Source: an optimization exercise on an open RTL-to-GDS flow (aim: small area and a short achievable clock period). Production flows keep margins and buffers that such runs may drop.
Where RTL was checked, it was by simulation tests only, not by an equivalence proof against the original.
Function not checked in runs 5 and 6: the RTL went through the layout flow alone.
No activity file was given, so power comes from the tool's default toggle rates.

==> design.v <==
module iitb_proc (clk, reset, i_mem_addr, i_mem_data, reg1, reg2, reg3, reg4, reg5, reg6, reg7);
input clk, reset;
output [15:0] i_mem_addr;
input [15:0] i_mem_data;
output [15:0] reg1, reg2, reg3, reg4, reg5, reg6, reg7;
reg         first;               
reg  [15:0] irf, pc_f;           
reg         irf_hold, irf_rab;   
reg  [4:0]  d_op;                
reg  [2:0]  d_ra, d_rc;
reg  [8:0]  d_imm;               
reg         d_cimm;
reg  [15:0] pc_d;
reg  [15:0] rA_q, rB_q;
reg         ra_is0, rb_is0;
reg  [4:0]  e_op;                
reg  [2:0]  e_rc;
reg         e_alu, e_compl;
reg  [15:0] out_d1, out_d2, brj;    
reg         e_t0, e_t1;              
reg         sig1_q, sig2_q;
reg  [15:0] frm_q;
reg  [15:0] alu_q;               
reg  [7:0]  m_ehi, m_elo, m_ohi, m_olo;    
reg         m_a0;
reg         m_wr, m_wb, m_alu;
reg         m_selo, m_sele, m_sela;    
reg  [2:0]  m_rc;
reg         fc, fz;
reg  [1:0]  wbdis;
reg  [15:0] rd_data;             
reg         w_wb, w_alu;
reg  [2:0]  w_rc;
reg  [15:0] R0;
reg  [15:0] R1, R2, R3, R4, R5, R6, R7;
assign i_mem_addr = R0;
assign reg1 = R1; assign reg2 = R2; assign reg3 = R3; assign reg4 = R4;
assign reg5 = R5; assign reg6 = R6; assign reg7 = R7;
always @(posedge clk or posedge reset)
	if (reset) begin
		first <= 1'b1;
		irf <= 16'd0;
		irf_hold <= 1'b0;
		irf_rab <= 1'b0;
	end else begin
		first <= 1'b0;
		irf <= first ? 16'd0 : i_mem_data;
		irf_hold <= !first && (i_mem_data[15:12] == 4'b0010) && (i_mem_data[1:0] == 2'b11);
		irf_rab <= !first && ((i_mem_data[15:12] == 4'b0011) || (i_mem_data[15:12] == 4'b0100));
	end
always @(posedge clk)
	pc_f <= R0;
wire [3:0] opc = irf[15:12];
wire [2:0] fn = irf[2:0];
wire d_hold = irf_hold;
reg  [4:0] dn_op;
reg  [2:0] dn_ra, dn_rc;
reg        dn_cimm;
always @(*) begin
	dn_op = 5'd0;
	dn_ra = irf[11:9];
	dn_rc = irf[11:9];
	dn_cimm = 1'b0;
	case (opc)
	4'b0000: begin dn_op = 5'd0; dn_rc = irf[8:6]; dn_cimm = 1'b1; end
	4'b0001: begin
		dn_rc = irf[5:3];
		case (fn)
		3'b000: dn_op = 5'd1;
		3'b010: dn_op = 5'd2;
		3'b001: dn_op = 5'd3;
		3'b011: dn_op = 5'd4;
		3'b100: dn_op = 5'd5;
		3'b110: dn_op = 5'd6;
		3'b101: dn_op = 5'd7;
		default: dn_op = 5'd8;
		endcase
	end
	4'b0010: begin
		dn_rc = irf[5:3];
		case (fn)
		3'b000: dn_op = 5'd9;
		3'b010: dn_op = 5'd10;
		3'b001: dn_op = 5'd11;
		3'b100: dn_op = 5'd12;
		3'b110: dn_op = 5'd13;
		default: dn_op = 5'd14;
		endcase
	end
	4'b0011: begin dn_op = 5'd15; dn_ra = irf[8:6]; dn_cimm = 1'b1; end
	4'b0100: begin dn_op = 5'd16; dn_ra = irf[8:6]; dn_cimm = 1'b1; end
	4'b0101: begin dn_op = 5'd17; dn_cimm = 1'b1; end   
	4'b1000: dn_op = 5'd20;
	4'b1001: dn_op = 5'd21;
	4'b1010: dn_op = 5'd22;
	4'b1100: begin dn_op = 5'd23; dn_cimm = 1'b1; end
	4'b1101: dn_op = 5'd24;
	4'b1111: begin dn_op = 5'd25; dn_cimm = 1'b1; end
	default: dn_rc = irf[5:3];
	endcase
end
always @(posedge clk or posedge reset)
	if (reset) begin
		d_op <= 5'd0;
		d_rc <= 3'd0;
	end else if (!d_hold) begin
		d_op <= dn_op;
		d_rc <= dn_rc;
	end
wire [2:0] ra_n = d_hold ? d_ra : irf_rab ? irf[8:6] : irf[11:9];
wire [2:0] rb_n = d_hold ? d_imm[8:6] : irf[8:6];
reg  [15:0] rnA, rnB;
always @(*) begin
	case (ra_n)
	3'd1: rnA = R1; 3'd2: rnA = R2; 3'd3: rnA = R3; 3'd4: rnA = R4;
	3'd5: rnA = R5; 3'd6: rnA = R6; default: rnA = R7;
	endcase
	case (rb_n)
	3'd1: rnB = R1; 3'd2: rnB = R2; 3'd3: rnB = R3; 3'd4: rnB = R4;
	3'd5: rnB = R5; 3'd6: rnB = R6; default: rnB = R7;
	endcase
end
always @(posedge clk) begin
	rA_q <= (w_wb && w_rc == ra_n) ? rd_data : rnA;
	rB_q <= (w_wb && w_rc == rb_n) ? rd_data : rnB;
	ra_is0 <= (ra_n == 3'd0);
	rb_is0 <= (rb_n == 3'd0);
	if (!d_hold) begin
		d_ra <= dn_ra;
		d_imm <= irf[8:0];
		d_cimm <= dn_cimm;
	end
	pc_d <= pc_f;
end
wire [4:0]  f = d_op;
wire [2:0]  ra = d_ra, rb = d_imm[8:6];
wire        f_alu = (f != 5'd0) && (f < 5'd15);
wire        f_jump = (f == 5'd23) || (f == 5'd24) || (f == 5'd25);
wire        f_sw = (f == 5'd17);
wire        f_lli = (f == 5'd15);
wire        f_compl = (f == 5'd5) || (f == 5'd6) || (f == 5'd7) || (f == 5'd8) ||
                      (f == 5'd12) || (f == 5'd13) || (f == 5'd14);
wire [15:0] sext6 = {{10{d_imm[5]}}, d_imm[5:0]};
wire [15:0] zext9 = {7'd0, d_imm};
wire [15:0] rA = ra_is0 ? R0 : rA_q;
wire [15:0] rB = rb_is0 ? R0 : rB_q;
wire [15:0] alu_fwd;
wire        f_upd = f_alu && (e_alu || m_alu || w_alu);
wire [2:0]  fw_rc = w_alu ? w_rc : m_alu ? m_rc : e_rc;
wire        sig1 = f_upd ? (fw_rc == ra) : sig1_q;
wire        sig2 = f_upd ? (fw_rc == rb) : sig2_q;
wire        fw_e = f_upd && !w_alu && !m_alu;
wire [15:0] frm_early = !f_upd ? frm_q : w_alu ? rd_data : alu_q;
wire [15:0] frm = fw_e ? alu_fwd : frm_early;
wire [15:0] d1_early = sig1 ? frm_early : f_jump ? pc_d + 16'd2 : rA;
wire [15:0] d2_early = sig2 ? frm_early : f_sw ? rB + sext6 : d_cimm ? (f_lli ? zext9 : sext6) : rB;
wire [15:0] alu_fwd_x;                
wire [15:0] d1n = (fw_e && sig1) ? alu_fwd : d1_early;
wire [15:0] d2n_x = (fw_e && sig2) ? alu_fwd_x : (d2_early ^ {16{f_compl}});
wire        bj;
wire [15:0] pc_off = pc_d + {(f == 5'd23) ? zext9[14:0] : sext6[14:0], 1'b0};
wire [15:0] r0n = bj ? brj :
                  (first || reset) ? 16'd0 :
                  (f == 5'd23) ? pc_off :
                  (f == 5'd24) ? rB :
                  (f == 5'd25) ? rA + {zext9[14:0], 1'b0} :
                  R0 + 16'd2;
always @(posedge clk or posedge reset)
	if (reset) begin
		e_op <= 5'd0;
		e_rc <= 3'd0;
		e_alu <= 1'b0;
		e_compl <= 1'b0;
		sig1_q <= 1'b0;
		sig2_q <= 1'b0;
	end else begin
		e_op <= f;
		e_rc <= d_rc;
		e_alu <= f_alu;
		e_compl <= f_compl;
		sig1_q <= sig1;
		sig2_q <= sig2;
	end
always @(posedge clk) begin
	R0 <= r0n;
	out_d1 <= d1n;
	out_d2 <= d2n_x;
	e_t1 <= (f == 5'd8) && fc_n;
	e_t0 <= f_compl ^ (((f == 5'd4) || (f == 5'd8)) && fc_n);
	brj <= pc_off;
	frm_q <= frm;
end
wire [15:0] wd = rd_data;
always @(posedge clk) begin
	if (reset) R1 <= 16'd1; else if (w_wb && w_rc == 3'd1) R1 <= wd;
	if (reset) R2 <= 16'd2; else if (w_wb && w_rc == 3'd2) R2 <= wd;
	if (reset) R3 <= 16'd3; else if (w_wb && w_rc == 3'd3) R3 <= wd;
	if (reset) R4 <= 16'd4; else if (w_wb && w_rc == 3'd4) R4 <= wd;
	if (reset) R5 <= 16'd5; else if (w_wb && w_rc == 3'd5) R5 <= wd;
	if (reset) R6 <= 16'h8000; else if (w_wb && w_rc == 3'd6) R6 <= wd;
	if (reset) R7 <= 16'h8000; else if (w_wb && w_rc == 3'd7) R7 <= wd;
end
wire [4:0]  x = e_op;
wire [15:0] op1 = out_d1, opb = out_d2;
wire        x_add = (x < 5'd9);
wire        x_nand = (x > 5'd8) && (x < 5'd15);
wire        x_jump = (x == 5'd23) || (x == 5'd24) || (x == 5'd25);
wire        x_cc = (x == 5'd2) || (x == 5'd6) || (x == 5'd10) || (x == 5'd13);
wire        x_cz = (x == 5'd3) || (x == 5'd7) || (x == 5'd11) || (x == 5'd14);
wire        x_unc = (x == 5'd0) || (x == 5'd1) || (x == 5'd4) || (x == 5'd5) || (x == 5'd8) ||
                    (x == 5'd9) || (x == 5'd12) || (x == 5'd15) || (x == 5'd16) ||
                    (x == 5'd23) || (x == 5'd24);
wire        fc_n;
wire [15:0] cs_r = {14'd0, e_t1, e_t0};
wire [15:0] cs_s = op1 ^ opb ^ cs_r;
wire [16:0] cs_c = {(op1 & opb) | (op1 & cs_r) | (opb & cs_r), 1'b0};
wire [16:0] sum = {1'b0, cs_s} + cs_c;
wire [15:0] cs_p = cs_s ^ cs_c[15:0];
wire        sum_zero = (cs_p == {cs_s[14:0] | cs_c[14:0], 1'b0});
wire [15:0] opr2 = opb + {15'd0, e_compl};    
wire [15:0] nand_out = ~(op1 & opr2);
assign alu_fwd = x_add ? sum[15:0] : nand_out;
assign alu_fwd_x = x_add ? (sum[15:0] ^ {16{f_compl}}) : (nand_out ^ {16{f_compl}});
wire [15:0] alu_n = x_add ? sum[15:0] : x_nand ? nand_out :
                    ((x == 5'd15) || (x == 5'd16)) ? opb : op1;
wire        eq = (op1 == opb);
wire        lt = (op1 < opb);
assign bj = ((x == 5'd20) && eq) || ((x == 5'd21) && lt) || ((x == 5'd22) && (lt || eq));
wire        wb_n = (wbdis == 2'd0) && ((x_cc && fc) || (x_cz && fz) || x_unc);
assign      fc_n = (wbdis == 2'd0) ? (!e_compl && sum[16]) : fc;
wire        nand_zero = (op1 == 16'hffff) && (e_compl ? (opb == 16'hfffe) : (opb == 16'hffff));
wire        fz_n = (wbdis != 2'd0) ? fz :
                   x_add ? sum_zero :
                   x_nand ? nand_zero : fz;
wire [6:0]  maddr = (x == 5'd16) ? op1[6:0] + opb[6:0] : opb[6:0];
wire [7:0]  ohi_n = 8'd1 << maddr[6:4];
wire [7:0]  olo_n = 8'd1 << maddr[3:1];
always @(posedge clk or posedge reset)
	if (reset) begin
		m_wr <= 1'b0;
		m_wb <= 1'b0;
		m_alu <= 1'b0;
		wbdis <= 2'd0;
	end else begin
		m_wr <= (x == 5'd17);
		m_wb <= wb_n;
		m_alu <= e_alu;
		wbdis <= bj ? 2'd3 : x_jump ? 2'd2 : (wbdis != 2'd0) ? wbdis - 2'd1 : 2'd0;
	end
always @(posedge clk) begin
	alu_q <= alu_n;
	m_sele <= (x == 5'd16) && !maddr[0];
	m_selo <= (x == 5'd16) && maddr[0];
	m_sela <= (x != 5'd16);
	m_a0 <= maddr[0];
	m_ohi <= ohi_n;
	m_olo <= olo_n;
	m_ehi <= (maddr[0] && olo_n[7]) ? {ohi_n[6:0], ohi_n[7]} : ohi_n;
	m_elo <= maddr[0] ? {olo_n[6:0], olo_n[7]} : olo_n;
	m_rc <= e_rc;
	fc <= fc_n;
	fz <= fz_n;
end
wire [7:0] wd_e = m_a0 ? alu_q[15:8] : alu_q[7:0];
wire [7:0] wd_o = m_a0 ? alu_q[7:0] : alu_q[15:8];
localparam [47:0] INIT_E = 48'h33_84_03_02_01_06;    
localparam [47:0] INIT_O = 48'h99_40_20_80_40_00;    
reg [511:0] ebank, obank;
reg rst_q;
always @(posedge clk) rst_q <= reset;
genvar j, b, g;
generate for (j = 0; j < 64; j = j + 1) begin : bank
	always @(posedge clk) begin
		if (rst_q || (m_wr && m_ehi[j / 8] && m_elo[j % 8]))
			ebank[8*j +: 8] <= rst_q ? ((j < 6) ? INIT_E[8*j +: 8] : 8'd0) : wd_e;
		if (rst_q || (m_wr && m_ohi[j / 8] && m_olo[j % 8]))
			obank[8*j +: 8] <= rst_q ? ((j < 6) ? INIT_O[8*j +: 8] : 8'd0) : wd_o;
	end
end endgenerate
wire [7:0] rd_e, rd_o;
generate for (b = 0; b < 8; b = b + 1) begin : rdbit
	wire [7:0] eg, og;
	for (g = 0; g < 8; g = g + 1) begin : grp
		wire [7:0] ecol, ocol;
		for (j = 0; j < 8; j = j + 1) begin : col
			assign ecol[j] = ebank[8*(8*g + j) + b];
			assign ocol[j] = obank[8*(8*g + j) + b];
		end
		assign eg[g] = |(ecol & m_elo);
		assign og[g] = |(ocol & m_olo);
	end
	assign rd_e[b] = |(eg & m_ehi);
	assign rd_o[b] = |(og & m_ohi);
end endgenerate
wire [15:0] rd_n = ({rd_o, rd_e} & {16{m_sele}}) | ({rd_e, rd_o} & {16{m_selo}}) |
                   (alu_q & {16{m_sela}});
always @(posedge clk or posedge reset)
	if (reset) begin
		w_wb <= 1'b0;
		w_alu <= 1'b0;
	end else begin
		w_wb <= m_wb;
		w_alu <= m_alu;
	end
always @(posedge clk) begin
	rd_data <= rd_n;
	w_rc <= m_rc;
end
endmodule
==> flow/run.sh <==
#!/bin/bash
# Layout flow: the standard ORFS flow (standard synthesis unchanged), with
# timing repair aimed below the 10 ns period so that the achieved period is short,
# clock tree synthesis without dummy loads, and plain buffers on the ports.
set -euo pipefail
cd "$(dirname "$0")/.."
bash standard.sh SETUP_SLACK_MARGIN=6.7 \
  "CTS_ARGS=-sink_clustering_enable -repair_clock_nets -sink_clustering_size 20 -sink_clustering_max_diameter 80 -dont_use_dummy_load" \
  "BUFFER_PORTS_ARGS=-buffer_cell sky130_fd_sc_hd__buf_2" \
  finish > flow_orfs.log 2>&1
==> standard.sh <==
#!/bin/bash
# synth_recipe.tcl (not shown) runs the flow's synth.tcl, then flattens the netlist and writes it again
# the make line also repeats each setting of config.mk as NAME=value (left out here)
make -C /OpenROAD-flow-scripts/flow DESIGN_CONFIG=/design/flow/config.mk WORK_HOME=/design/flow/orfs CLKGATE_MAP_FILE= SYNTH_SCRIPT=/design/flow/synth_recipe.tcl "${@:-finish}"
==> config.mk <==
export PLATFORM = sky130hd
export DESIGN_NAME = iitb_proc
export DESIGN_NICKNAME = iitb_proc
export VERILOG_FILES = /design/flow/design.v
export SDC_FILE = /design/flow/constraint.sdc
export NUM_CORES = 4
export LEC_CHECK = 0
export ABC_CLOCK_PERIOD_IN_PS = 3500
export CAP_MARGIN = 20
export CORE_MARGIN = 2
export CORE_UTILIZATION = 45
export CTS_CLUSTER_DIAMETER = 80
export CTS_CLUSTER_SIZE = 20
export PLACE_DENSITY = 0.55
export SLEW_MARGIN = 20
==> constraint.sdc <==
create_clock -name core_clock -period 10.0 [get_ports {clk}]
set_input_delay 2.0000 -clock core_clock [delete_from_list [all_inputs] [get_ports {clk}]]
set_output_delay 2.0000 -clock core_clock [all_outputs]
set_load 0.01 [all_outputs]
==> results of run 1 <==
## kinds of logic after synthesis
family / after synthesis / synth area share
AO/OA/AOI/OAI: 1422 / 0.163
XOR/XNOR: 135 / 0.0196
adder cells (fa/ha/maj): 109 / 0.0239
buffers and inverters: 445 / 0.0287
flip-flops: 1420 / 0.649
multiplexers: 142 / 0.0250
other: 1 / 0.0000623
AND/OR/NAND/NOR: 1167 / 0.0910
## where the power goes
group,switching [mW],internal (mW),total (mW)
Clock,1.85,1.49,3.34
Combinational,3.52,1.69,5.21
Sequential,1.19,8.13,9.33
## final cells by class
class,count,area share
clock buffer,84,0.0321
multi-input combinational,2976,0.303
tap,1768,0.0338
timing repair buffer,241,0.0234
inverter,91,0.00529
sequential,1420,0.602
antenna,2,0.0000764
## worst min path at each step
stage	end	slack (ns)	cells past startpoint
2_1_floorplan	pc_d[0]	0.31	0
3_3_place_gp	pc_d[7]	0.31	0
3_5_place_dp	pc_d[1]	0.31	0
4_1_cts	pc_d[14]	0.31	0
5_1_grt	pc_d[15]	0.32	0
6_report	w_rc[1]	0.30	0
## per-stage QoR
| step | cells | setup slack (ns) | hold WS, ns |
|---|---|---|---|
| 2_1_floorplan | 4841 | 6.59 | 0.310 |
| 3_3_place_gp | 6468 | 6.05 | 0.310 |
| 3_5_place_dp | 6469 | 6.01 | 0.312 |
| 4_1_cts | 6573 | 6.59 | 0.309 |
| 5_1_grt | 6580 | 6.56 | 0.317 |
| 6_report | 6582 | 6.64 | 0.305 |
## metal layers
layer / share of wire / global-route usage / wire, um / vias to the layer above
met5: 0 / 0 / 0 / -
met4: 0.042 / 0.107 / 7730 / 0
met3: 0.060 / 0.0300 / 11200 / 287
met2: 0.47 / 0.422 / 86300 / 1613
met1: 0.43 / 0.376 / 80300 / 20660
li1: - / - / - / 18359
## state kept, by name, summed over array words and instances, names as in the netlist, 9 cells and up
register  count
out_d2       16
R1           16
R4           16
rd_data      16
R7           16
rA_q         16
pc_f         16
pc_d         16
obank       512
brj          16
d_imm         9
irf          16
R3           16
rB_q         16
out_d1       16
alu_q        16
frm_q        16
R5           16
R6           16
R2           16
R0           16
ebank       512
## placed cells by master (no fill, tap or decap), types with 33 or more instances in the layout
cell type,synthesis,final
a211oi_1,38,35
a21o_1,153,153
a21oi_1,309,306
a221oi_1,33,33
a22oi_1,588,588
buf_2,18,132
buf_4,4,101
clkbuf_16,0,84
dfrtp_1,45,41
dfxtp_1,335,180
dfxtp_2,0,88
dfxtp_4,0,67
edfxtp_1,1039,1039
ha_1,99,92
inv_1,88,87
mux2_2,48,47
mux2i_1,90,86
nand2_1,487,486
nand3_1,74,74
nand4_1,160,160
nor2_1,224,203
nor3_1,44,41
o21ai_0,107,103
xnor2_1,92,91
xor2_1,43,43
## repair_timing
action,in CTS,in global routing
pin swaps,9,5
buffers inserted,20,7
resized for setup,210,49
endpoints found under the setup margin,167,43
==> results.json, run 1 <==
{
  "status": "finished clean",
  "grt_pass1_wl_um": 271000,
  "wirelength_um": 186000,
  "nNetsFinal": 4941,
  "cts_buffer_depth": 3,
  "async_flop_share": 0.0324,
  "fp.dieW_um": 370,
  "cpMaxStageDelayCell": "edfxtp_1",
  "fill_cells": 11793,
  "syn_to_final_growth_pct": 8.74,
  "numCtsBuffers": 84,
  "timing.fmax_mhz": 297,
  "synthTopCellsByArea": "edfxtp_1, dfxtp_1, a22oi_1, nand2_1, a21oi_1",
  "clock-sinks": 1420,
  "dieArea_um2": 137000,
  "ios": 146,
  "drtPass1Iterations": 6,
  "drc": 0,
  "fin_area_um2": 65500,
  "seq_area_frac_synth": 0.649,
  "cpMostUsedCell": "buf_6",
  "drv_cap": 0,
  "finish.utilization": 0.492,
  "cp.required_ns": 8.00,
  "via_per_inst": 6.22,
  "worstSetupPathDepth": 2,
  "timing.final.crit_share": 0.336,
  "p_per_area_nw_per_um2": 273,
  "grt_pass1_vias": 39008,
  "max_slew.worst_pin.slew_ns": 1.20,
  "placed_area_um2": 62500,
  "clk_latency_ns": 0.71,
  "clk_pin_slew_ns": 0.08,
  "ctsHoldBuffers": 0,
  "gr-total-overflow": 0,
  "synthFlopType": "edfxtp_1",
  "avgSynthCellArea_um2": 12.4,
  "endpoint": "i_mem_addr[0]",
  "worst-path-max-fanout": 3,
  "layout-drive-gt1-share": 0.133,
  "clockRootBuffer": "clkbuf_16",
  "r2r-end": "out_d1[13]",
  "rsz0062_at_grt": "true",
  "port_buffers": 145,
  "syn_inst": 4841,
  "synth_most_common_cell": "edfxtp_1",
  "grt_max_degree": 84,
  "crit_arrival_ns": 1.36,
  "power.total_mw": 17.9,
  "startpoint": "R0[0]",
  "place_congestion": 0.927,
  "hp-start": "m_rc[1]",
  "rows": 134,
  "min_path_type": "reg -> reg",
  "regArea_um2": 39400,
  "final.setup.tns_ns": 0,
  "setup_viol": 0,
  "cts_tree": "built",
  "path_cells": "buf_6, buf_6",
  "routedWlPerCell_um": 28.2,
  "critical_path.top_delay_family": "flip-flops",
  "ir_worst_vdd_mv": 0.175,
  "start_kind": "flop",
  "slowest_delay_ns": 0.42,
  "synth_top_area_cell": "edfxtp_1",
  "multi_input_area_um2": 19800,
  "slew_headroom": 0.197,
  "num_vias": 40919,
  "synth_edf_count": 1039,
  "critPathKind": "reg -> out",
  "min_period_ns": 3.36,
  "synth.ff_latch_count": 1420,
  "fin_skew_ns": 0.0669,
  "drv_slew": 0,
  "dp_hpwl_um": 118000,
  "track_usage": 0.267,
  "synth.distinct_cells": 92,
  "syn_nets": 4968,
  "drt_iter0_markers": 4564,
  "timing.critical_path.buf_inv": 2,
  "r2r_start": "out_d2[1]",
  "antenna_found_initial": 1,
  "critPathCaptureType": "output port",
  "rrSetupSlack_ns": 6.71,
  "hold_violations": 0,
  "ant_nets": 0,
  "ctsHtreeMaxLevel": 3,
  "dieHeight_um": 370,
  "yosysWarnings": 1,
  "p_leak_nw": 23.7,
  "initial_utilization": 0.452,
  "synth_area_um2": 60200,
  "r2r_cells": 13,
  "synth_top_area_share": 0.518,
  "synth_common_cells": "edfxtp_1, a22oi_1, nand2_1",
  "coreArea_um2": 133000
}
==> inputs of run 2 (changes only) <==
--- a/flow/run.sh
+++ b/flow/run.sh
@@ -4,7 +4,7 @@
 # clock tree synthesis without dummy loads, and plain buffers on the ports.
 set -euo pipefail
 cd "$(dirname "$0")/.."
-bash standard.sh SETUP_SLACK_MARGIN=6.7 \
+bash standard.sh SETUP_SLACK_MARGIN=6.9 \
   "CTS_ARGS=-sink_clustering_enable -repair_clock_nets -sink_clustering_size 20 -sink_clustering_max_diameter 80 -dont_use_dummy_load" \
   "BUFFER_PORTS_ARGS=-buffer_cell sky130_fd_sc_hd__buf_2" \
   finish > flow_orfs.log 2>&1
==> results.json, run 2 <==
{
  "status": "finished clean",
  "grt_max_degree": 84,
  "synthTopCellsByArea": "edfxtp_1, dfxtp_1, a22oi_1, nand2_1, a21oi_1",
  "pwr-share-comb": 0.298,
  "num_vias": 41971,
  "multi_input_area_um2": 20100,
  "ctsHtreeMaxLevel": 3,
  "nNetsFinal": 5103,
  "track_usage": 0.271,
  "antenna_found_initial": 5,
  "min_period_ns": 3.38,
  "clockRootBuffer": "clkbuf_16",
  "rsz0062_at_grt": "true",
  "synthFlopType": "edfxtp_1",
  "hold_violations": 0,
  "async_flop_share": 0.0324,
  "start_kind": "flop",
  "fp.dieW_um": 370,
  "gr-total-overflow": 0,
  "critical_path.top_delay_family": "flip-flops",
  "rows": 134,
  "synth_most_common_cell": "edfxtp_1",
  "syn_inst": 4841,
  "syn_nets": 4968,
  "cts_tree": "built",
  "drtPass1Iterations": 6,
  "timing.critical_path.buf_inv": 1,
  "worst-path-max-fanout": 3,
  "p_leak_nw": 24.8,
  "worstSetupPathDepth": 1,
  "seq_area_frac_synth": 0.649,
  "power_frac_clock": 0.187,
  "p_int_mw": 11.5,
  "grt_pass1_vias": 39297,
  "synth_common_cells": "edfxtp_1, a22oi_1, nand2_1",
  "ios": 146,
  "layout-drive-gt1-share": 0.171,
  "dieHeight_um": 370,
  "p_sw_frac": 0.367,
  "fin_skew_ns": 0.0648,
  "numCtsBuffers": 87,
  "drv_cap": 0,
  "whs_path_depth": 0,
  "drc": 0,
  "synth.ff_latch_count": 1420,
  "regArea_um2": 39500,
  "coreArea_um2": 133000,
  "cp.required_ns": 8.00,
  "seqPwrFrac": 0.515,
  "critPathCaptureType": "output port",
  "routedWlPerCell_um": 28.2,
  "synth_top_area_share": 0.518,
  "port_buffers": 145,
  "fill_cells": 11603,
  "setup_viol": 0,
  "drt_iter0_markers": 4990,
  "crit_arrival_ns": 1.38,
  "critPathKind": "reg -> out",
  "timing.final.crit_share": 0.338,
  "syn_to_final_growth_pct": 12.7,
  "drv_slew": 0,
  "r2r_cells": 13,
  "clk_latency_ns": 0.71,
  "avgSynthCellArea_um2": 12.4,
  "ant_nets": 0,
  "ctsHoldBuffers": 0,
  "synth_area_um2": 60200,
  "final_common_cell": "edfxtp_1",
  "finish.utilization": 0.510,
  "place_congestion": 0.935,
  "min_path_type": "reg -> reg",
  "clk_pin_slew_ns": 0.09,
  "grt_pass1_wl_um": 275000,
  "final.setup.tns_ns": 0,
  "dieArea_um2": 137000,
  "initial_utilization": 0.452,
  "cts_buffer_depth": 3,
  "cpMaxStageDelayCell": "edfxtp_1",
  "yosysWarnings": 1,
  "via_per_inst": 6.22,
  "slew_headroom": 0.271,
  "reg_top3": "ebank (512), obank (512)",
  "timing.fmax_mhz": 296,
  "synth_edf_count": 1039,
  "slowest_delay_ns": 0.51,
  "switching_power_mw": 6.66,
  "wirelength_um": 190000,
  "path_cells": "buf_2",
  "ir_worst_vdd_mv": 0.191,
  "dp_hpwl_um": 119000,
  "final_cell_mix": "edfxtp_1, a22oi_1, nand2_1",
  "synth_top_area_cell": "edfxtp_1",
  "synth.distinct_cells": 92,
  "p_per_area_nw_per_um2": 268,
  "clock-sinks": 1420,
  "max_slew.worst_pin.slew_ns": 1.09
}
==> run 2: cell counts after synthesis <==
Identical to the previous run, type by type.
==> run 2: metrics by stage <==
stage / setup WS (ns) / area, um^2 / power [mW] / cells / hold slack (ns)
global route: 6.60 / 67900 / 18.9 / 6742 / 0.330
global placement: 6.16 / 62600 / 14.4 / 6468 / 0.310
finish: 6.62 / 67900 / 18.2 / 6746 / 0.321
floorplan: 6.75 / 60300 / 12.1 / 4841 / 0.310
CTS: 6.58 / 67300 / 18.1 / 6705 / 0.327
detailed placement: 6.19 / 62600 / 14.5 / 6468 / 0.312
==> run 2: final timing paths <==
| kind | from | slack, ns | to |
|---|---|---|---|
| setup / recovery | R0[0] | 6.62 | i_mem_addr[0] |
| hold / removal | pc_f[2] | 0.32 | pc_d[2] |
| setup reg to reg | out_d2[1] | 6.75 | out_d1[13] |
| hold reg to reg | pc_f[2] | 0.32 | pc_d[2] |
| max in group asynchronous | reset | 7.64 | d_op[3] |
| min in group asynchronous | reset | 1.78 | irf[8] |
==> run 2: cell families (layout without fill, tap and decap cells) <==
| logic type | after synthesis | in the layout | synth area share |
|---|---|---|---|
| AO/OA/AOI/OAI | 1422 | 1422 | 0.163 |
| XOR/XNOR | 135 | 135 | 0.0196 |
| adder cells (fa/ha/maj) | 109 | 109 | 0.0239 |
| buffers and inverters | 445 | 578 | 0.0287 |
| flip-flops | 1420 | 1420 | 0.649 |
| multiplexers | 142 | 142 | 0.0250 |
| other | 1 | 5 | 0.0000623 |
| AND/OR/NAND/NOR | 1167 | 1167 | 0.0910 |
==> run 2: cell type report <==
| cell class | instances | area share |
|---|---|---|
| sequential | 1420 | 0.582 |
| multi-input combinational | 2976 | 0.296 |
| antenna | 4 | 0.000147 |
| tap | 1768 | 0.0326 |
| timing repair buffer | 400 | 0.0515 |
| clock buffer | 87 | 0.0321 |
| inverter | 91 | 0.00513 |
==> run 2: repair_timing <==
| item | CTS | global route |
|---|---|---|
| buffers inserted | 150 | 36 |
| pin swaps | 18 | 39 |
| gates cloned | 0 | 1 |
| resized for setup | 442 | 68 |
| setup endpoints to repair | 261 | 209 |
==> run 2: power groups by stage <==
stage          sequential (mW)  combinational, mW  clock, mW
6_report                  9.35               5.41       3.40
4_1_cts                   9.32               5.30       3.46
3_5_place_dp              9.47               5.02          0
5_1_grt                   9.48               5.82       3.65
2_1_floorplan             8.61               3.48          0
3_3_place_gp              9.43               5.01          0
==> run 2: layer usage <==
layer	share of wire	track usage	vias to the layer above
met5	0.00012	0	-
met4	0.027	0.0701	4
met3	0.082	0.0483	312
met2	0.44	0.404	1833
met1	0.45	0.408	21131
li1	-	-	18691
==> inputs of run 3 (changes only) <==
==> flow/run.sh (replaced) <==
#!/bin/bash
# Layout flow: the standard ORFS flow (standard synthesis unchanged), with
# timing repair aimed below the 10 ns period so that the achieved period is short,
# clock tree synthesis without dummy loads, and plain buffers on the ports.
set -euo pipefail
cd "$(dirname "$0")/.."
bash standard.sh SETUP_SLACK_MARGIN=6.7 \
  "CTS_ARGS=-sink_clustering_enable -repair_clock_nets -sink_clustering_size 24 -sink_clustering_max_diameter 70 -dont_use_dummy_load" \
  "BUFFER_PORTS_ARGS=-buffer_cell sky130_fd_sc_hd__buf_2" \
  finish > flow_orfs.log 2>&1
==> results.json, run 3 <==
{
  "fin_area_um2": 65700,
  "grt_pass1_wl_um": 271000,
  "grt_pass1_vias": 39105,
  "synth_top_area_cell": "edfxtp_1",
  "gr-total-overflow": 0,
  "port_buffers": 145,
  "clock-sinks": 1420,
  "coreArea_um2": 133000,
  "via_per_inst": 6.24,
  "final_cell_mix": "edfxtp_1, a22oi_1, nand2_1",
  "cts_buffer_depth": 3,
  "async_flop_share": 0.0324,
  "crit_arrival_ns": 1.39,
  "syn_inst": 4841,
  "ant_nets": 0,
  "final_cells": 6597,
  "nNetsFinal": 4956,
  "rsz0062_at_grt": "true",
  "status": "finished clean",
  "cp.required_ns": 8.00,
  "rows": 134,
  "num_vias": 41163,
  "timing.fmax_mhz": 295,
  "synth.distinct_cells": 92,
  "syn_nets": 4968,
  "drv_slew": 0,
  "yosysWarnings": 1,
  "antenna_found_initial": 2,
  "worst-path-max-fanout": 2,
  "fill_cells": 11796,
  "timing.final.crit_share": 0.339,
  "hold_violations": 0,
  "power.total_mw": 18.0,
  "worst_slack_ns": 6.61,
  "p_leak_nw": 23.9,
  "reg_top3": "ebank (512), obank (512)",
  "clk_latency_ns": 0.73,
  "track_usage": 0.267,
  "seq_area_frac_synth": 0.649,
  "syn_to_final_growth_pct": 9.09,
  "place_inst": 6469,
  "grt_max_degree": 84,
  "critPathKind": "reg -> out",
  "routedWlPerCell_um": 28.2,
  "cts_tree": "built",
  "synth.ff_latch_count": 1420,
  "initial_utilization": 0.452,
  "final_common_cell": "edfxtp_1",
  "ir_worst_vdd_mv": 0.189,
  "wirelength_um": 186000,
  "start_kind": "flop",
  "critPathCaptureType": "output port",
  "synth_most_common_cell": "edfxtp_1",
  "slew_headroom": 0.206,
  "synthTopCellsByArea": "edfxtp_1, dfxtp_1, a22oi_1, nand2_1, a21oi_1",
  "drt_iter0_markers": 4656,
  "synth_top_area_share": 0.518,
  "p_per_area_nw_per_um2": 274,
  "setup_viol": 0,
  "fin_skew_ns": 0.0728,
  "drc": 0,
  "placed_area_um2": 62500,
  "dieArea_um2": 137000,
  "synth_common_cells": "edfxtp_1, a22oi_1, nand2_1",
  "clockRootBuffer": "clkbuf_16",
  "ctsHoldBuffers": 0,
  "pre_cts_ws_ns": 6.01,
  "layout-drive-gt1-share": 0.136,
  "place_congestion": 0.927,
  "synth_area_um2": 60200,
  "avgSynthCellArea_um2": 12.4,
  "synthFlopType": "edfxtp_1",
  "numCtsBuffers": 88,
  "dp_hpwl_um": 118000,
  "fp.dieW_um": 370,
  "max_slew.worst_pin.slew_ns": 1.19,
  "final.setup.tns_ns": 0,
  "drtPass1Iterations": 8,
  "ctsHtreeMaxLevel": 3,
  "synth_edf_count": 1039,
  "drv_cap": 0,
  "ios": 146,
  "clk_pin_slew_ns": 0.06,
  "min_period_ns": 3.39,
  "min_path_type": "reg -> reg",
  "dieHeight_um": 370
}
run 3: worst paths after layout:
| path | from | end | slack (ns) | depth (start not counted) |
|---|---|---|---|---|
| setup / recovery | R0[0] | i_mem_addr[0] | 6.61 | 2 |
| hold / removal | pc_f[3] | pc_d[3] | 0.32 | 0 |
| setup reg to reg | out_d1[1] | out_d1[13] | 6.70 | 13 |
| hold reg to reg | pc_f[3] | pc_d[3] | 0.32 | 0 |
| max in group asynchronous | reset | m_wr | 7.83 | 2 |
| min in group asynchronous | reset | w_wb | 1.57 | 2 |
run 3: logic make-up (layout without fill, tap and decap cells):
group | count (synthesis) | after routing | share of synthesized area
AO/OA/AOI/OAI | 1422 | 1422 | 0.163
XOR/XNOR | 135 | 135 | 0.0196
adder cells (fa/ha/maj) | 109 | 109 | 0.0239
buffers and inverters | 445 | 431 | 0.0287
flip-flops | 1420 | 1420 | 0.649
multiplexers | 142 | 142 | 0.0250
other | 1 | 3 | 0.0000623
AND/OR/NAND/NOR | 1167 | 1167 | 0.0910
run 3: what timing repair did:
item,4_1_cts,5_1_grt
setup endpoints to repair,179,46
gates resized for setup,199,60
pin swaps,9,9
buffers inserted,33,5
gates cloned,0,0
run 3: metrics by stage:
| step | utilization | hold slack (ns) |
|---|---|---|
| 2_1_floorplan | - | 0.310 |
| 3_3_place_gp | 0.470 | 0.310 |
| 3_5_place_dp | 0.470 | 0.312 |
| 4_1_cts | 0.491 | 0.327 |
| 5_1_grt | 0.493 | 0.332 |
| 6_report | 0.493 | 0.324 |
run 3: layout make-up:
cell class | instances | area [um^2] | area share
flip-flops and latches | 1420 | 39400 | 0.600
multi-input cells | 2976 | 19900 | 0.303
well taps | 1768 | 2210 | 0.0337
clock buffers | 88 | 2200 | 0.0335
repair buffers | 252 | 1610 | 0.0245
inverters | 91 | 349 | 0.00532
diodes | 2 | 5.00 | 0.0000762
run 3: critical path, stage by stage (launching register included):
cell,delay (ns)
edfxtp_1,0.42
buf_6,0.15
buf_6,0.11
run 3: per-layer routing:
layer,GRT usage,share of wire,wire length (um),vias to the layer above
li1,-,-,-,18395
met1,0.376,0.43,81000,20836
met2,0.426,0.47,86900,1620
met3,0.0315,0.058,10700,312
met4,0.0994,0.041,7700,0
met5,0,0,0,-
run 3: power breakdown:
group / internal, mW / switching (mW) / leakage, nW
combinational: 1.70 / 3.53 / 8.75
sequential: 8.13 / 1.20 / 14.0
clock: 1.56 / 1.86 / 1.08
==> inputs of run 4 (changes only) <==
--- a/design.v
+++ b/design.v
@@ -145,6 +145,7 @@
 wire [15:0] rA = ra_is0 ? R0 : rA_q;
 wire [15:0] rB = rb_is0 ? R0 : rB_q;
 wire [15:0] alu_fwd;
+wire        x_add_e = (e_op < 5'd9);
 wire        f_upd = f_alu && (e_alu || m_alu || w_alu);
 wire [2:0]  fw_rc = w_alu ? w_rc : m_alu ? m_rc : e_rc;
 wire        sig1 = f_upd ? (fw_rc == ra) : sig1_q;
@@ -155,8 +156,13 @@
 wire [15:0] d1_early = sig1 ? frm_early : f_jump ? pc_d + 16'd2 : rA;
 wire [15:0] d2_early = sig2 ? frm_early : f_sw ? rB + sext6 : d_cimm ? (f_lli ? zext9 : sext6) : rB;
 wire [15:0] alu_fwd_x;                
-wire [15:0] d1n = (fw_e && sig1) ? alu_fwd : d1_early;
-wire [15:0] d2n_x = (fw_e && sig2) ? alu_fwd_x : (d2_early ^ {16{f_compl}});
+wire [15:0] sum_fwd, nand_fwd;
+wire        s1_sum = fw_e && sig1 && x_add_e, s1_nand = fw_e && sig1 && !x_add_e;
+wire        s2_sum = fw_e && sig2 && x_add_e, s2_nand = fw_e && sig2 && !x_add_e;
+wire [15:0] d1n = ({16{s1_sum}} & sum_fwd) | ({16{s1_nand}} & nand_fwd) |
+                  ({16{!(fw_e && sig1)}} & d1_early);
+wire [15:0] d2n_x = ({16{s2_sum}} & (sum_fwd ^ {16{f_compl}})) | ({16{s2_nand}} & (nand_fwd ^ {16{f_compl}})) |
+                    ({16{!(fw_e && sig2)}} & (d2_early ^ {16{f_compl}}));
 wire        bj;
 wire [15:0] pc_off = pc_d + {(f == 5'd23) ? zext9[14:0] : sext6[14:0], 1'b0};
 wire [15:0] r0n = bj ? brj :
@@ -220,6 +226,8 @@
 wire [15:0] opr2 = opb + {15'd0, e_compl};    
 wire [15:0] nand_out = ~(op1 & opr2);
 assign alu_fwd = x_add ? sum[15:0] : nand_out;
+assign sum_fwd = sum[15:0];
+assign nand_fwd = nand_out;
 assign alu_fwd_x = x_add ? (sum[15:0] ^ {16{f_compl}}) : (nand_out ^ {16{f_compl}});
 wire [15:0] alu_n = x_add ? sum[15:0] : x_nand ? nand_out :
                     ((x == 5'd15) || (x == 5'd16)) ? opb : op1;
--- a/flow/run.sh
+++ b/flow/run.sh
@@ -5,6 +5,6 @@
 set -euo pipefail
 cd "$(dirname "$0")/.."
 bash standard.sh SETUP_SLACK_MARGIN=6.7 \
-  "CTS_ARGS=-sink_clustering_enable -repair_clock_nets -sink_clustering_size 24 -sink_clustering_max_diameter 70 -dont_use_dummy_load" \
+  "CTS_ARGS=-sink_clustering_enable -repair_clock_nets -sink_clustering_size 20 -sink_clustering_max_diameter 80 -dont_use_dummy_load" \
   "BUFFER_PORTS_ARGS=-buffer_cell sky130_fd_sc_hd__buf_2" \
   finish > flow_orfs.log 2>&1
==> results.json, run 4 <==
{
  "cts_buffer_depth": 3,
  "ctsHtreeMaxLevel": 3,
  "place_congestion": 0.918,
  "critPathKind": "reg -> reg",
  "synth_area_um2": 60000,
  "final.setup.tns_ns": 0,
  "hold_violations": 0,
  "final_common_cell": "edfxtp_1",
  "initial_utilization": 0.451,
  "cts_tree": "built",
  "ios": 146,
  "drv_cap": 0,
  "reg_top3": "ebank (512), obank (512)",
  "synth.distinct_cells": 90,
  "drc": 0,
  "clock-sinks": 1420,
  "via_per_inst": 6.15,
  "grt_max_degree": 76,
  "port_buffers": 145,
  "dp_hpwl_um": 116000,
  "fill_cells": 11705,
  "slowest_delay_ns": 0.49,
  "rows": 134,
  "min_path_type": "reg -> reg",
  "synth_most_common_cell": "edfxtp_1",
  "wirelength_um": 184000,
  "p_leak_nw": 23.8,
  "track_usage": 0.264,
  "setup_viol": 0,
  "clk_pin_slew_ns": 0.09,
  "grt_pass1_wl_um": 268000,
  "seq_area_frac_synth": 0.651,
  "slew_headroom": 0.236,
  "place_inst": 6455,
  "avgSynthCellArea_um2": 12.4,
  "crit_arrival_ns": 3.88,
  "pre_cts_ws_ns": 5.97,
  "dieHeight_um": 369,
  "p_per_area_nw_per_um2": 277,
  "layout-drive-gt1-share": 0.127,
  "p_int_mw": 11.4,
  "hp-start": "pc_f[8]",
  "nNetsFinal": 4937,
  "startpoint": "out_d2[1]",
  "syn_to_final_growth_pct": 8.85,
  "antenna_found_initial": 2,
  "synth_top_area_cell": "edfxtp_1",
  "seqPwrFrac": 0.517,
  "drtPass1Iterations": 6,
  "drt_iter0_markers": 4199,
  "r2r_start": "out_d2[1]",
  "timing.final.crit_share": 0.327,
  "coreArea_um2": 133000,
  "clockRootBuffer": "clkbuf_16",
  "p_sw_frac": 0.372,
  "syn_nets": 4952,
  "ir_worst_vdd_mv": 0.154,
  "start_kind": "flop",
  "synth.ff_latch_count": 1420,
  "clk_latency_ns": 0.73,
  "num_vias": 40470,
  "yosysWarnings": 1,
  "max_slew.worst_pin.slew_ns": 1.11,
  "synth_top_area_share": 0.520,
  "power_frac_clock": 0.187,
  "rsz0062_at_grt": "true",
  "drv_slew": 0,
  "dieArea_um2": 136000,
  "synth_edf_count": 1039,
  "path_cells": "fa_2, ha_4, buf_4, a211oi_2, o21ai_2, o2111ai_1, o211ai_1, a31oi_2, xor2_1, o41a_1, a21oi_1, a311oi_1",
  "finish.utilization": 0.491,
  "critPathCaptureType": "flop",
  "status": "finished clean",
  "final_cell_mix": "edfxtp_1, a22oi_1, nand2_1",
  "routedWlPerCell_um": 28.0,
  "min_period_ns": 3.27,
  "worst-path-max-fanout": 11,
  "synthFlopType": "edfxtp_1",
  "final_cells": 6577,
  "timing.fmax_mhz": 306,
  "worst_slack_ns": 6.73,
  "synthTopCellsByArea": "edfxtp_1, dfxtp_1, a22oi_1, nand2_1, a21oi_1",
  "syn_inst": 4825,
  "ctsHoldBuffers": 0,
  "numCtsBuffers": 86,
  "async_flop_share": 0.0324,
  "gr-total-overflow": 0,
  "grt_pass1_vias": 38379,
  "cpMaxStageDelayCell": "fa_2",
  "cp.required_ns": 10.61,
  "ant_nets": 0,
  "pwr-share-comb": 0.296,
  "fin_skew_ns": 0.0882,
  "fp.dieW_um": 369,
  "switching_power_mw": 6.72,
  "synth_common_cells": "edfxtp_1, a22oi_1, nand2_1"
}
run 4: worst max-delay path, delay by kind of cell (launching register included):
kind | cells | cell delay, ns
xor gates and xnor gates | 1 | 0.27
DFF | 1 | 0.43
buffers and inverters | 1 | 0.13
adders and majority gates | 2 | 0.67
AOI/OAI and AO/OA | 8 | 1.63
run 4: final timing paths:
check,cells after the start,slack [ns],endpoint
worst max-delay path,12,6.73,e_t0
worst min-delay path,0,0.33,pc_d[8]
worst max register to register,12,6.73,e_t0
worst min register to register,0,0.33,pc_d[8]
max in group asynchronous,2,7.82,d_op[4]
min in group asynchronous,2,1.61,e_rc[0]
run 4: logic make-up (layout without fill, tap and decap cells):
group | after synthesis | count (layout) | share of synthesized area
other | 1 | 2 | 0.0000625
flip-flops | 1420 | 1420 | 0.651
adder cells (fa/ha/maj) | 109 | 109 | 0.0240
XOR/XNOR | 139 | 139 | 0.0203
multiplexers | 138 | 138 | 0.0239
buffers and inverters | 453 | 434 | 0.0293
AO/OA/AOI/OAI | 1426 | 1428 | 0.163
AND/OR/NAND/NOR | 1139 | 1139 | 0.0890
run 4: cell type report:
class / instances / area [um^2] / share of cell area
diodes: 1 / 2.50 / 0.0000383
well taps: 1768 / 2210 / 0.0339
clock buffers: 86 / 2150 / 0.0329
inverters: 106 / 403 / 0.00617
multi-input cells: 2954 / 19700 / 0.301
flip-flops and latches: 1420 / 39400 / 0.602
repair buffers: 242 / 1540 / 0.0236
run 4: repair_timing:
action | in CTS | in global routing
gates cloned | 1 | 1
setup buffers | 16 | 16
endpoints found under the setup margin | 158 | 272
gates resized for setup | 164 | 69
pin swaps | 6 | 20
run 4: power by group through the flow:
stage / logic [mW] / clock network [mW] / registers, mW
floorplan: 3.50 / 0 / 8.60
global placement: 5.11 / 0 / 9.43
detailed placement: 5.13 / 0 / 9.46
CTS: 5.22 / 3.45 / 9.32
global route: 5.76 / 3.63 / 9.47
finish: 5.35 / 3.38 / 9.35
run 4: per-layer routing:
layer	track usage	vias up	wire length, um
li1	-	18244	-
met1	0.381	20415	81400
met2	0.409	1582	83400
met3	0.0480	227	14200
met4	0.0736	2	4800
met5	0	-	13
run 4: metrics by stage:
step / hold WS (ns) / power [mW] / area, um^2
floorplan: 0.310 / 12.1 / 60000
global placement: 0.310 / 14.5 / 62400
detailed placement: 0.312 / 14.6 / 62400
CTS: 0.331 / 18.0 / 65000
global route: 0.338 / 18.9 / 65300
finish: 0.331 / 18.1 / 65300
==> inputs of run 5 (changes only) <==
--- a/design.v
+++ b/design.v
@@ -6,6 +6,7 @@
 reg         first;               
 reg  [15:0] irf, pc_f;           
 reg         irf_hold, irf_rab;   
+reg  [2:0]  ra_sel, rb_sel;      
 reg  [4:0]  d_op;                
 reg  [2:0]  d_ra, d_rc;
 reg  [8:0]  d_imm;               
@@ -36,17 +37,26 @@
 assign i_mem_addr = R0;
 assign reg1 = R1; assign reg2 = R2; assign reg3 = R3; assign reg4 = R4;
 assign reg5 = R5; assign reg6 = R6; assign reg7 = R7;
+wire [15:0] nx_irf = first ? 16'd0 : i_mem_data;
+wire        nx_hold = (nx_irf[15:12] == 4'b0010) && (nx_irf[1:0] == 2'b11);
+wire        nx_rab = (nx_irf[15:12] == 4'b0011) || (nx_irf[15:12] == 4'b0100);
 always @(posedge clk or posedge reset)
 	if (reset) begin
 		first <= 1'b1;
 		irf <= 16'd0;
 		irf_hold <= 1'b0;
 		irf_rab <= 1'b0;
+		ra_sel <= 3'd0;
+		rb_sel <= 3'd0;
 	end else begin
+		if (!nx_hold) begin
+			ra_sel <= nx_rab ? nx_irf[8:6] : nx_irf[11:9];
+			rb_sel <= nx_irf[8:6];
+		end
 		first <= 1'b0;
 		irf <= first ? 16'd0 : i_mem_data;
-		irf_hold <= !first && (i_mem_data[15:12] == 4'b0010) && (i_mem_data[1:0] == 2'b11);
-		irf_rab <= !first && ((i_mem_data[15:12] == 4'b0011) || (i_mem_data[15:12] == 4'b0100));
+		irf_hold <= nx_hold;
+		irf_rab <= nx_rab;
 	end
 always @(posedge clk)
 	pc_f <= R0;
@@ -107,8 +117,8 @@
 		d_op <= dn_op;
 		d_rc <= dn_rc;
 	end
-wire [2:0] ra_n = d_hold ? d_ra : irf_rab ? irf[8:6] : irf[11:9];
-wire [2:0] rb_n = d_hold ? d_imm[8:6] : irf[8:6];
+wire [2:0] ra_n = ra_sel;    
+wire [2:0] rb_n = rb_sel;    
 reg  [15:0] rnA, rnB;
 always @(*) begin
 	case (ra_n)
@@ -145,7 +155,6 @@
 wire [15:0] rA = ra_is0 ? R0 : rA_q;
 wire [15:0] rB = rb_is0 ? R0 : rB_q;
 wire [15:0] alu_fwd;
-wire        x_add_e = (e_op < 5'd9);
 wire        f_upd = f_alu && (e_alu || m_alu || w_alu);
 wire [2:0]  fw_rc = w_alu ? w_rc : m_alu ? m_rc : e_rc;
 wire        sig1 = f_upd ? (fw_rc == ra) : sig1_q;
@@ -156,17 +165,12 @@
 wire [15:0] d1_early = sig1 ? frm_early : f_jump ? pc_d + 16'd2 : rA;
 wire [15:0] d2_early = sig2 ? frm_early : f_sw ? rB + sext6 : d_cimm ? (f_lli ? zext9 : sext6) : rB;
 wire [15:0] alu_fwd_x;                
-wire [15:0] sum_fwd, nand_fwd;
-wire        s1_sum = fw_e && sig1 && x_add_e, s1_nand = fw_e && sig1 && !x_add_e;
-wire        s2_sum = fw_e && sig2 && x_add_e, s2_nand = fw_e && sig2 && !x_add_e;
-wire [15:0] d1n = ({16{s1_sum}} & sum_fwd) | ({16{s1_nand}} & nand_fwd) |
-                  ({16{!(fw_e && sig1)}} & d1_early);
-wire [15:0] d2n_x = ({16{s2_sum}} & (sum_fwd ^ {16{f_compl}})) | ({16{s2_nand}} & (nand_fwd ^ {16{f_compl}})) |
-                    ({16{!(fw_e && sig2)}} & (d2_early ^ {16{f_compl}}));
+wire [15:0] d1n = (fw_e && sig1) ? alu_fwd : d1_early;
+wire [15:0] d2n_x = (fw_e && sig2) ? alu_fwd_x : (d2_early ^ {16{f_compl}});
 wire        bj;
 wire [15:0] pc_off = pc_d + {(f == 5'd23) ? zext9[14:0] : sext6[14:0], 1'b0};
-wire [15:0] r0n = bj ? brj :
-                  (first || reset) ? 16'd0 :
+wire [15:0] r0n = bj ? brj :          
+                  first ? 16'd0 :
                   (f == 5'd23) ? pc_off :
                   (f == 5'd24) ? rB :
                   (f == 5'd25) ? rA + {zext9[14:0], 1'b0} :
@@ -179,6 +183,7 @@
 		e_compl <= 1'b0;
 		sig1_q <= 1'b0;
 		sig2_q <= 1'b0;
+		R0 <= 16'd0;
 	end else begin
 		e_op <= f;
 		e_rc <= d_rc;
@@ -186,9 +191,9 @@
 		e_compl <= f_compl;
 		sig1_q <= sig1;
 		sig2_q <= sig2;
+		R0 <= r0n;
 	end
 always @(posedge clk) begin
-	R0 <= r0n;
 	out_d1 <= d1n;
 	out_d2 <= d2n_x;
 	e_t1 <= (f == 5'd8) && fc_n;
@@ -226,8 +231,6 @@
 wire [15:0] opr2 = opb + {15'd0, e_compl};    
 wire [15:0] nand_out = ~(op1 & opr2);
 assign alu_fwd = x_add ? sum[15:0] : nand_out;
-assign sum_fwd = sum[15:0];
-assign nand_fwd = nand_out;
 assign alu_fwd_x = x_add ? (sum[15:0] ^ {16{f_compl}}) : (nand_out ^ {16{f_compl}});
 wire [15:0] alu_n = x_add ? sum[15:0] : x_nand ? nand_out :
                     ((x == 5'd15) || (x == 5'd16)) ? opb : op1;
--- a/flow/run.sh
+++ b/flow/run.sh
@@ -4,7 +4,7 @@
 # clock tree synthesis without dummy loads, and plain buffers on the ports.
 set -euo pipefail
 cd "$(dirname "$0")/.."
-bash standard.sh SETUP_SLACK_MARGIN=6.7 \
+bash standard.sh SETUP_SLACK_MARGIN=6.5 \
   "CTS_ARGS=-sink_clustering_enable -repair_clock_nets -sink_clustering_size 20 -sink_clustering_max_diameter 80 -dont_use_dummy_load" \
   "BUFFER_PORTS_ARGS=-buffer_cell sky130_fd_sc_hd__buf_2" \
   finish > flow_orfs.log 2>&1
--- a/config.mk
+++ b/config.mk
@@ -8,8 +8,8 @@
 export ABC_CLOCK_PERIOD_IN_PS = 3500
 export CAP_MARGIN = 20
 export CORE_MARGIN = 2
-export CORE_UTILIZATION = 45
+export CORE_UTILIZATION = 30
 export CTS_CLUSTER_DIAMETER = 80
 export CTS_CLUSTER_SIZE = 20
-export PLACE_DENSITY = 0.55
+export PLACE_DENSITY = 0.4
 export SLEW_MARGIN = 20
==> results.json, run 5 <==
{
  "cts_tree": "built",
  "drtPass1Iterations": 5,
  "ant_nets": 0,
  "fin_skew_ns": 0.129,
  "clk_pin_slew_ns": 0.09,
  "start_kind": "flop",
  "reg_top3": "ebank (512), obank (512)",
  "wirelength_um": 207000,
  "timing.final.crit_share": 0.345,
  "initial_utilization": 0.302,
  "slew_headroom": 0.234,
  "worst-path-max-fanout": 7,
  "drv_slew": 0,
  "synthTopCellsByArea": "edfxtp_1, dfxtp_1, a22oi_1, dfrtp_1, nand2_1",
  "dieArea_um2": 205000,
  "synthFlopType": "edfxtp_1",
  "power.total_mw": 18.5,
  "dp_hpwl_um": 133000,
  "min_period_ns": 3.45,
  "synth_common_cells": "edfxtp_1, a22oi_1, nand2_1",
  "grt_max_degree": 85,
  "antenna_found_initial": 5,
  "syn_to_final_growth_pct": 10.6,
  "slowest_delay_ns": 0.40,
  "syn_inst": 4726,
  "final.setup.tns_ns": 0,
  "gr-total-overflow": 0,
  "cpMaxStageDelayCell": "dfxtp_4",
  "placed_area_um2": 63900,
  "p_per_area_nw_per_um2": 277,
  "synth_edf_count": 1038,
  "fin_area_um2": 66800,
  "place_congestion": 0.845,
  "coreArea_um2": 200000,
  "ctsHtreeMaxLevel": 3,
  "numCtsBuffers": 97,
  "num_vias": 39679,
  "synth_top_area_cell": "edfxtp_1",
  "p_leak_nw": 23.8,
  "port_buffers": 145,
  "setup_viol": 0,
  "synth_top_area_share": 0.516,
  "nNetsFinal": 4853,
  "synth_area_um2": 60400,
  "avgSynthCellArea_um2": 12.8,
  "fill_cells": 19727,
  "grt_pass1_vias": 39277,
  "timing.fmax_mhz": 290,
  "async_flop_share": 0.0470,
  "ctsHoldBuffers": 0,
  "final_common_cell": "edfxtp_1",
  "fp.dieW_um": 453,
  "rows": 164,
  "min_path_type": "reg -> reg",
  "worst_slack_ns": 6.55,
  "synth_most_common_cell": "edfxtp_1",
  "max_slew.worst_pin.slew_ns": 1.15,
  "dieHeight_um": 453,
  "via_per_inst": 5.37,
  "critical_path.top_delay_family": "compound AO/OA/AOI/OAI gates",
  "timing.critical_path.buf_inv": 3,
  "crit_arrival_ns": 4.08,
  "seq_area_frac_synth": 0.650,
  "rsz0062_at_grt": "true",
  "ir_worst_vdd_mv": 0.136,
  "layout-drive-gt1-share": 0.121,
  "synth.distinct_cells": 87,
  "cts_buffer_depth": 3,
  "drv_cap": 0,
  "cp.required_ns": 10.63,
  "grt_pass1_wl_um": 297000,
  "synth.ff_latch_count": 1425,
  "track_usage": 0.198,
  "drt_iter0_markers": 3006,
  "clock-sinks": 1425,
  "critPathKind": "reg -> reg",
  "routedWlPerCell_um": 28.0,
  "yosysWarnings": 1,
  "syn_nets": 4853,
  "clk_latency_ns": 0.77,
  "hold_violations": 0,
  "ios": 146,
  "drc": 0,
  "status": "finished clean",
  "critPathCaptureType": "flop",
  "path_cells": "inv_1, ha_2, inv_1, ha_1, o211ai_1, o211ai_1, a31oi_2, o21ai_2, a31oi_4, xor2_2, o41ai_2, buf_4, or4_1, o211a_1",
  "final_cell_mix": "edfxtp_1, a22oi_1, nand2_1",
  "clockRootBuffer": "clkbuf_16",
  "pre_cts_ws_ns": 5.78
}
## run 5: changes by cell type after synthesis, sizes merged, moves of 11 or more
cell,delta
mux2,+22
a31oi,+14
a211oi,-23
dfxtp,-15
nand2,-71
a221oi,-11
o21ai,+16
dfrtp,+21
mux4,+21
inv,-18
a21oi,-84
mux2i,+16
## run 5: routing by layer
| layer | global-route usage | vias to the layer above | wire length, um |
|---|---|---|---|
| met2 | 0.315 | 1047 | 95200 |
| li1 | - | 18031 | - |
| met3 | 0.0335 | 198 | 11400 |
| met1 | 0.279 | 20399 | 95700 |
| met5 | 0 | - | 26 |
| met4 | 0.0477 | 4 | 4700 |
## run 5: per-stage QoR
stage	cells	util	hold WS, ns
after floorplan	4726	-	0.310
after global placement	7257	0.319	0.310
after CTS	7363	0.333	0.293
after global routing	7380	0.334	0.311
final	7385	0.334	0.309
after detailed placement	7259	0.320	0.312
## run 5: repair_timing
action                                  CTS  global route
pin swaps                                 7            11
cloned                                    1             0
setup buffers                             6            17
endpoints found under the setup margin   49            27
resized for setup                        53            37
## run 5: cell type report
cell class,instances,area (um^2),share of cell area
tap,2656,3320,0.0498
inverter,88,333,0.00499
clock buffer,97,2430,0.0364
antenna,5,12.5,0.000187
sequential,1425,39400,0.590
multi-input combinational,2870,19800,0.296
timing repair buffer,244,1490,0.0224
## run 5: cell families after synthesis
group	share of synthesized area
other cells	0.0000621
buf+inv	0.0278
flops	0.650
simple gates	0.0837
mux	0.0386
xor+xnor	0.0206
compound gates	0.155
fa+ha+maj	0.0238
## run 5: report_power, final
| group | internal, mW | leakage (nW) | switching [mW] | total (mW) |
|---|---|---|---|---|
| registers | 8.19 | 14.1 | 1.30 | 9.49 |
| clock network | 1.71 | 1.20 | 1.99 | 3.70 |
| logic | 1.68 | 8.55 | 3.61 | 5.29 |
## run 5: final timing paths
path / to / start / slack, ns / cells past startpoint
max: e_t0 / out_d2[3] / 6.55 / 14
min: pc_d[2] / pc_f[2] / 0.31 / 0
max reg2reg: e_t0 / out_d2[3] / 6.55 / 14
min reg2reg: pc_d[2] / pc_f[2] / 0.31 / 0
max in group asynchronous: rb_sel[0] / reset / 7.44 / 3
min in group asynchronous: e_op[1] / reset / 1.42 / 2
==> inputs of run 6 (changes only) <==
--- a/flow/run.sh
+++ b/flow/run.sh
@@ -4,7 +4,7 @@
 # clock tree synthesis without dummy loads, and plain buffers on the ports.
 set -euo pipefail
 cd "$(dirname "$0")/.."
-bash standard.sh SETUP_SLACK_MARGIN=6.5 \
+bash standard.sh SETUP_SLACK_MARGIN=6.9 \
   "CTS_ARGS=-sink_clustering_enable -repair_clock_nets -sink_clustering_size 20 -sink_clustering_max_diameter 80 -dont_use_dummy_load" \
   "BUFFER_PORTS_ARGS=-buffer_cell sky130_fd_sc_hd__buf_2" \
   finish > flow_orfs.log 2>&1
==> results.json, run 6 <==
{
  "track_usage": 0.201,
  "yosysWarnings": 1,
  "min_period_ns": 3.36,
  "r2r_start": "e_t1",
  "nNetsFinal": 5018,
  "dp_hpwl_um": 132000,
  "antenna_found_initial": 12,
  "r2r_cells": 13,
  "coreArea_um2": 200000,
  "syn_nets": 4853,
  "ios": 146,
  "final_cell_mix": "edfxtp_1, a22oi_1, nand2_1",
  "timing.fmax_mhz": 297,
  "synthXorXnorAreaFrac": 0.0206,
  "rrSetupSlack_ns": 6.86,
  "synth_compound_area_frac": 0.155,
  "worst_slack_ns": 6.64,
  "min_path_type": "reg -> reg",
  "critPathCaptureType": "output port",
  "gr-total-overflow": 0,
  "rows": 164,
  "cpMaxStageDelayCell": "dfrtp_2",
  "syn_inst": 4726,
  "grt_pass1_wl_um": 301000,
  "place_congestion": 0.829,
  "clock-sinks": 1425,
  "syn_to_final_growth_pct": 15.7,
  "reg_top3": "ebank (512), obank (512)",
  "synth_edf_count": 1038,
  "synthAdderAreaFrac": 0.0238,
  "critical_path.top_delay_family": "flip-flops",
  "dieHeight_um": 453,
  "avgSynthCellArea_um2": 12.8,
  "rsz0062_at_grt": "true",
  "ir_worst_vdd_mv": 0.163,
  "synth_most_common_cell": "edfxtp_1",
  "synth_top_area_share": 0.516,
  "cts_buffer_depth": 3,
  "slowest_delay_ns": 0.47,
  "grt_max_degree": 79,
  "start_kind": "flop",
  "whs_path_depth": 0,
  "r2r-end": "out_d2[15]",
  "synth.ff_latch_count": 1425,
  "via_per_inst": 5.35,
  "layout-drive-gt1-share": 0.189,
  "p_per_area_nw_per_um2": 272,
  "initial_utilization": 0.302,
  "dieArea_um2": 205000,
  "endpoint": "i_mem_addr[7]",
  "drtPass1Iterations": 7,
  "port_buffers": 145,
  "ant_nets": 0,
  "synthFlopType": "edfxtp_1",
  "p_leak_nw": 25.0,
  "pre_cts_ws_ns": 6.13,
  "final_common_cell": "edfxtp_1",
  "routedWlPerCell_um": 28.0,
  "grt_pass1_vias": 39652,
  "ctsHtreeMaxLevel": 3,
  "fill_cells": 19588,
  "synth_top_family_by_area": "compound AO/OA/AOI/OAI gates",
  "timing.final.crit_share": 0.336,
  "clockRootBuffer": "clkbuf_16",
  "critPathKind": "reg -> out",
  "drc": 0,
  "seq_area_frac_synth": 0.650,
  "hold_violations": 0,
  "synthTopCellsByArea": "edfxtp_1, dfxtp_1, a22oi_1, dfrtp_1, nand2_1",
  "num_vias": 40360,
  "clk_pin_slew_ns": 0.08,
  "startpoint": "R0[7]",
  "synth.distinct_cells": 87,
  "max_slew.worst_pin.slew_ns": 1.16,
  "synth_top_area_cell": "edfxtp_1",
  "synthSimpleGateAreaFrac": 0.0837,
  "yosys-mux-area-fraction": 0.0386,
  "numCtsBuffers": 105,
  "timing.critical_path.buf_inv": 1,
  "worst-path-max-fanout": 2,
  "cp.required_ns": 8.00,
  "clk_latency_ns": 0.77,
  "async_flop_share": 0.0470,
  "setup_viol": 0,
  "drv_slew": 0,
  "worstSetupPathDepth": 1,
  "cts_tree": "built",
  "slew_headroom": 0.226,
  "synth_area_um2": 60400,
  "fp.dieW_um": 453,
  "path_cells": "buf_6",
  "drv_cap": 0,
  "fin_skew_ns": 0.104,
  "crit_arrival_ns": 1.36,
  "synth_common_cells": "edfxtp_1, a22oi_1, nand2_1",
  "status": "finished clean",
  "wirelength_um": 211000,
  "final.setup.tns_ns": 0,
  "drt_iter0_markers": 3251
}
run 6: area by class of cell:
cell class / count / area (um^2) / area share
antenna: 4 / 10.0 / 0.000143
clock buffer: 105 / 2630 / 0.0376
inverter: 88 / 335 / 0.00480
multi-input combinational: 2870 / 20300 / 0.291
sequential: 1425 / 39700 / 0.568
tap: 2656 / 3320 / 0.0476
timing repair buffer: 401 / 3540 / 0.0507
run 6: logic make-up after synthesis:
family          count (synthesis)
flops                        1425
compound gates               1352
simple gates                 1069
buf+inv                       432
mux                           197
xor+xnor                      141
fa+ha+maj                     109
other cells                     1
run 6: worst min-delay path by stage:
| stage | slack (ns) | to | startpoint |
|---|---|---|---|
| 6_report | 0.33 | pc_d[12] | pc_f[12] |
| 5_1_grt | 0.33 | pc_d[12] | pc_f[12] |
| 4_1_cts | 0.33 | pc_d[0] | pc_f[0] |
| 3_5_place_dp | 0.31 | pc_d[11] | pc_f[11] |
| 3_3_place_gp | 0.31 | pc_d[10] | pc_f[10] |
| 2_1_floorplan | 0.31 | pc_d[0] | pc_f[0] |
run 6: where the power goes:
group	internal [mW]	switching [mW]	leakage (nW)	total [mW]
registers	8.19	1.29	14.1	9.48
clock network	1.84	2.02	1.29	3.86
logic	1.90	3.73	9.58	5.63
run 6: repair_timing:
| action | in CTS | in global routing |
|---|---|---|
| gates resized for setup | 463 | 90 |
| endpoints found under the setup margin | 1103 | 178 |
| pin swaps | 32 | 30 |
| hold buffers | 0 | 0 |
| gates cloned | 1 | 0 |
| buffers inserted | 152 | 35 |
run 6: metal layers:
metal  share of wire  up-vias  global-route usage
li1                -    18346                   -
met1            0.46    20776               0.280
met2            0.47     1029               0.322
met3           0.053      209              0.0335
met4           0.025        0              0.0529
met5               0        -                   0
run 6: metrics by stage:
step	power, mW	hold WS, ns	area [um^2]	utilization	instances
floorplan	12.1	0.310	60500	-	4726
global placement	14.8	0.310	63800	0.319	7250
detailed placement	14.8	0.312	63900	0.320	7251
CTS	19.0	0.327	69100	0.346	7509
global route	19.9	0.333	69800	0.349	7546
finish	19.0	0.325	69800	0.349	7549

==> port drivers added, routing unchanged <==
The results above use ideal ports. As a check the final layouts listed here were re-extracted and re-timed, cells and wires unchanged. Step 1, drivers: a clkbuf_16 drives clk and a buf_2 each remaining input, both assumed. Step 2, shift: input delay + t, output delay - t, t = (earliest + latest rising clock arrival at the registers) / 2. This alone moves slack from input paths to output paths. Slacks: ideal / step 1 / step 2; pairs: ideal / step 1.
run | t (ns) | setup slack, ns | clock arrival spread, ns | slew at the worst register clock pin (ns)
run 1 | 0.760 | 6.637 / 6.557 / 6.403 | 0.083 / 0.083 | 0.09 / 0.09
run 2 | 0.758 | 6.622 / 6.543 / 6.481 | 0.067 / 0.067 | 0.09 / 0.09
run 3 | 0.768 | 6.607 / 6.531 / 6.375 | 0.078 / 0.078 | 0.10 / 0.10
run 4 | 0.768 | 6.728 / 6.661 / 6.081 | 0.089 / 0.089 | 0.09 / 0.09
run 5 | 0.797 | 6.548 / 6.474 / 6.407 | 0.129 / 0.129 | 0.09 / 0.09
run 6 | 0.811 | 6.639 / 6.547 / 6.362 | 0.110 / 0.110 | 0.08 / 0.08
After both steps setup and hold are still met in every run listed. For run 4, which loses most, drivers alone change the setup slack by -0.067 ns; drivers and shift together by -0.647 ns.
